What follows belongs to an exercise in optimizing a design on an open flow for a short achievable clock period and few clock cycles; a production flow would make more cautious choices.
Where RTL was checked, it was by simulation tests only, not by an equivalence proof against the original.

Design mips, start of the top module:
module mips(input         clk, rst,
            input  [31:0] instrF, readdataM,
            output [31:0] pcF,
            output        memwriteM,
            output [31:0] alumultoutM, writedataM);
    reg  [31:0] pc, pcp4x;
    wire [31:0] pcp4  = pcp4x ^ 32'd4;
    wire [31:0] pcp4F = pcp4;
    wire [31:0] pcp8F = pcp4 + 32'd4;
    assign pcF = pc;
    wire [4:0]  rsF = instrF[25:21];
    wire [4:0]  rtF = instrF[20:16];
    wire [31:1] rsohF, rtohF;
    genvar g;
    generate for (g = 1; g < 32; g = g + 1) begin : ohdec
        assign rsohF[g] = (rsF == g);
        assign rtohF[g] = (rtF == g);
    end endgenerate
    wire        regwrF, usesrsF, usesrtF, bregF, bimmF, bluiF, blinkF, isloadF, isstoreF;
    wire        s_addF, s_subF, s_andF, s_orF, s_xorF, s_xnorF, s_sltF, s_loF, s_hiF, s_linkF;
    wire        isbeqF, isbneF, isjumpF, ismultF, msignedF, ismfF;
    wire [4:0]  destF;
    decoder dec(instrF, regwrF, destF, usesrsF, usesrtF, bregF, bimmF, bluiF, blinkF,
                isloadF, isstoreF,
                s_addF, s_subF, s_andF, s_orF, s_xorF, s_xnorF, s_sltF, s_loF, s_hiF, s_linkF,
                isbeqF, isbneF, isjumpF, ismultF, msignedF, ismfF);
    reg  [31:0] instrD, pcp4D, pcp8D;
    reg  [31:1] rsohD, rtohD;
    reg         validD;        
  ...
clock: 11.0 ns
lec_check: 0
cap_margin: 60
core_margin: 2
core_utilization: 40
place_density: 0.6
setup_slack_margin: 5
slew_margin: 60
standard.sh (not shown) runs the stock make flow with config.mk's settings and CLKGATE_MAP_FILE= SYNTH_SCRIPT=/design/flow/synth_recipe.tcl, a recipe that flattens the netlist after the stock synthesis.
==> flow/flow/run.sh <==
#!/bin/bash
# Layout flow: the standard ORFS flow (standard.sh), with the standard synthesis
# unchanged and two changes to the steps after it:
#  - every input and output port gets a sky130_fd_sc_hd__buf_4 (buffer_ports would
#    otherwise pick a slow delay buffer);
#  - the clkdlybuf4s* delay buffers are left out of the cells the repair steps may add.
# Each step's full output goes to a log file of its own in this folder.
set -euo pipefail
bash standard.sh synth > synth.log 2>&1
export DONT_USE_CELLS="sky130_fd_sc_hd__clkdlybuf4s15_1 sky130_fd_sc_hd__clkdlybuf4s15_2 sky130_fd_sc_hd__clkdlybuf4s18_1 sky130_fd_sc_hd__clkdlybuf4s18_2 sky130_fd_sc_hd__clkdlybuf4s25_1 sky130_fd_sc_hd__clkdlybuf4s25_2 sky130_fd_sc_hd__clkdlybuf4s50_1 sky130_fd_sc_hd__clkdlybuf4s50_2"
export BUFFER_PORTS_ARGS="-buffer_cell sky130_fd_sc_hd__buf_4"
bash standard.sh floorplan > floorplan.log 2>&1
bash standard.sh place > place.log 2>&1
bash standard.sh cts > cts.log 2>&1
bash standard.sh route > route.log 2>&1
bash standard.sh finish > finish.log 2>&1
Next try:
--- a/flow/design.v
+++ b/flow/design.v
@@ -3396,17 +3396,22 @@
     wire [31:0] jtargetp4D = jtargetD + 32'd4;
     wire        isbrD      = isbeqD | isbneD;
     reg  [1:0]  bht [0:63];
     reg  [63:0] bhv;
     wire [5:0]  bidxF  = pcp4F[7:2];
     reg  [5:0]  bidxD;
     reg         bvD, btD;
     wire        statD  = instrD[15] | isbneDq;
-    wire        predtD = isbrD & (bvD ? btD : statD);
+    reg         zaddq, zsubq;
+    wire [31:0] zc    = {opAE[30:0] | opBE[30:0], 1'b0};
+    wire        zsum  = &(~(opAE ^ opBE ^ zc));
+    wire        zeroD = zaddq ? zsum : (opAE == opBE);    
+    wire        resD  = zaddq | zsubq;
+    wire        predtD = isbrD & (resD ? (isbeqDq ? zeroD : ~zeroD) : (bvD ? btD : statD));
     reg         regwrE, isloadE, ismultE;
     reg  [4:0]  destE;
     reg         regwrM, isloadM;
     reg  [4:0]  destM;
     reg  [31:0] resMi;         
     wire        mbusy1;
     reg         stallq;
     wire        stallD = stallq & validD;
@@ -3430,16 +3435,18 @@
     reg         fAM, fBM;
     reg         a_add, a_sub, a_slt, a_oth, a_rv;
     reg         b_add, b_sub, b_slt, b_oth, b_nf;
     reg         s_add, s_sub, s_slt, s_oth, s_rv;
     always @(posedge clk) begin
         fAM <= fAMn; fBM <= fBMn;
         a_add <= fAEn & s_addD; a_sub <= fAEn & s_subD; a_slt <= fAEn & s_sltD;
         a_oth <= fAEn;          a_rv  <= ~fAEn;
+        zaddq <= fAEn & (rtF == 5'd0) & (isbeqF | isbneF) & s_addD & ~isloadDq;
+        zsubq <= fAEn & (rtF == 5'd0) & (isbeqF | isbneF) & s_subD;
         b_add <= fBEn & bregN & s_addD; b_sub <= fBEn & bregN & s_subD;
         b_slt <= fBEn & bregN & s_sltD; b_oth <= fBEn & bregN; b_nf <= ~(fBEn & bregN);
         s_add <= fBEn & s_addD; s_sub <= fBEn & s_subD; s_slt <= fBEn & s_sltD;
         s_oth <= fBEn;          s_rv  <= ~fBEn;
     end
     wire [31:0] rvA  = fAM ? mvalM : rfa;
     wire [31:0] rvB  = fBM ? mvalM : rfb;
     wire [31:0] immB = bimmD ? signimmD :
@@ -3541,29 +3548,29 @@
         destM <= destE;
     end
     reg         bupd, btaken;
     reg  [5:0]  bidxU;
     always @(posedge clk) begin
         btaken <= takenE;
         bidxU  <= bidxE;
     end
-    integer k;
+    integer k, kv;
     always @(posedge clk) begin
         for (k = 0; k < 64; k = k + 1)
             if (bupd && bidxU == k) begin
                 if (!bhv[k])                         bht[k] <= btaken ? 2'b10 : 2'b01;
                 else if (btaken && bht[k] != 2'b11)  bht[k] <= bht[k] + 2'b01;
                 else if (!btaken && bht[k] != 2'b00) bht[k] <= bht[k] - 2'b01;
             end
     end
     always @(posedge clk or posedge rst) begin
         if (rst) bhv <= 64'b0;
-        else for (k = 0; k < 64; k = k + 1)
-            if (bupd && bidxU == k) bhv[k] <= 1'b1;
+        else for (kv = 0; kv < 64; kv = kv + 1)
+            if (bupd && bidxU == kv) bhv[kv] <= 1'b1;
     end
     always @(posedge clk or posedge rst) begin
         if (rst) begin
             regwrE <= 0; isloadE <= 0; ismultE <= 0; isstoreE <= 0; isbeqE <= 0; isbneE <= 0;
             memwrM <= 0; isloadM <= 0; regwrM <= 0; bupd <= 0;
         end else begin
             regwrE   <= regwrD & ~stallD;
             isloadE  <= isloadD & ~stallD;
Result: Clock skew rises by 14 ps; wire length rises by a few percent; sequential share of layout area falls by 0.28 points; design area rises slightly; global-route usage rises by 0.43 points.
Testbench counts after the change, summed over its fixed seeds: cycles 103,880.
Only the layout flow was run in the first run of this note; the RTL was not checked for function there.

==> static timing again, ports no longer ideal <==
In the flow no input, the clock included, has a driving cell. The finished layouts below were timed again as built, in two steps.
Step 1, drivers: a clkbuf_16 drives clk and a buf_2 each remaining input, both assumed.
Step 2 moves the port delays by t, midway between the first and last clock arrival at a register: inputs arrive t later, outputs are due t later. That takes back most of the time a late clock gives input paths.
Slacks: ideal ports / drivers / drivers and shift; pairs: ideal ports / drivers.
run	shift t [ns]	setup slack, ns	cell pins on the clock port's net
the first run	1.034	6.635 / 6.635 / 6.109	1
the second run	1.038	6.299 / 6.299 / 6.269	1
After both steps setup and hold are still met in every run listed. The setup slack of the first run, which loses most, moves by 0.000 ns with the drivers and by -0.526 ns with both steps.
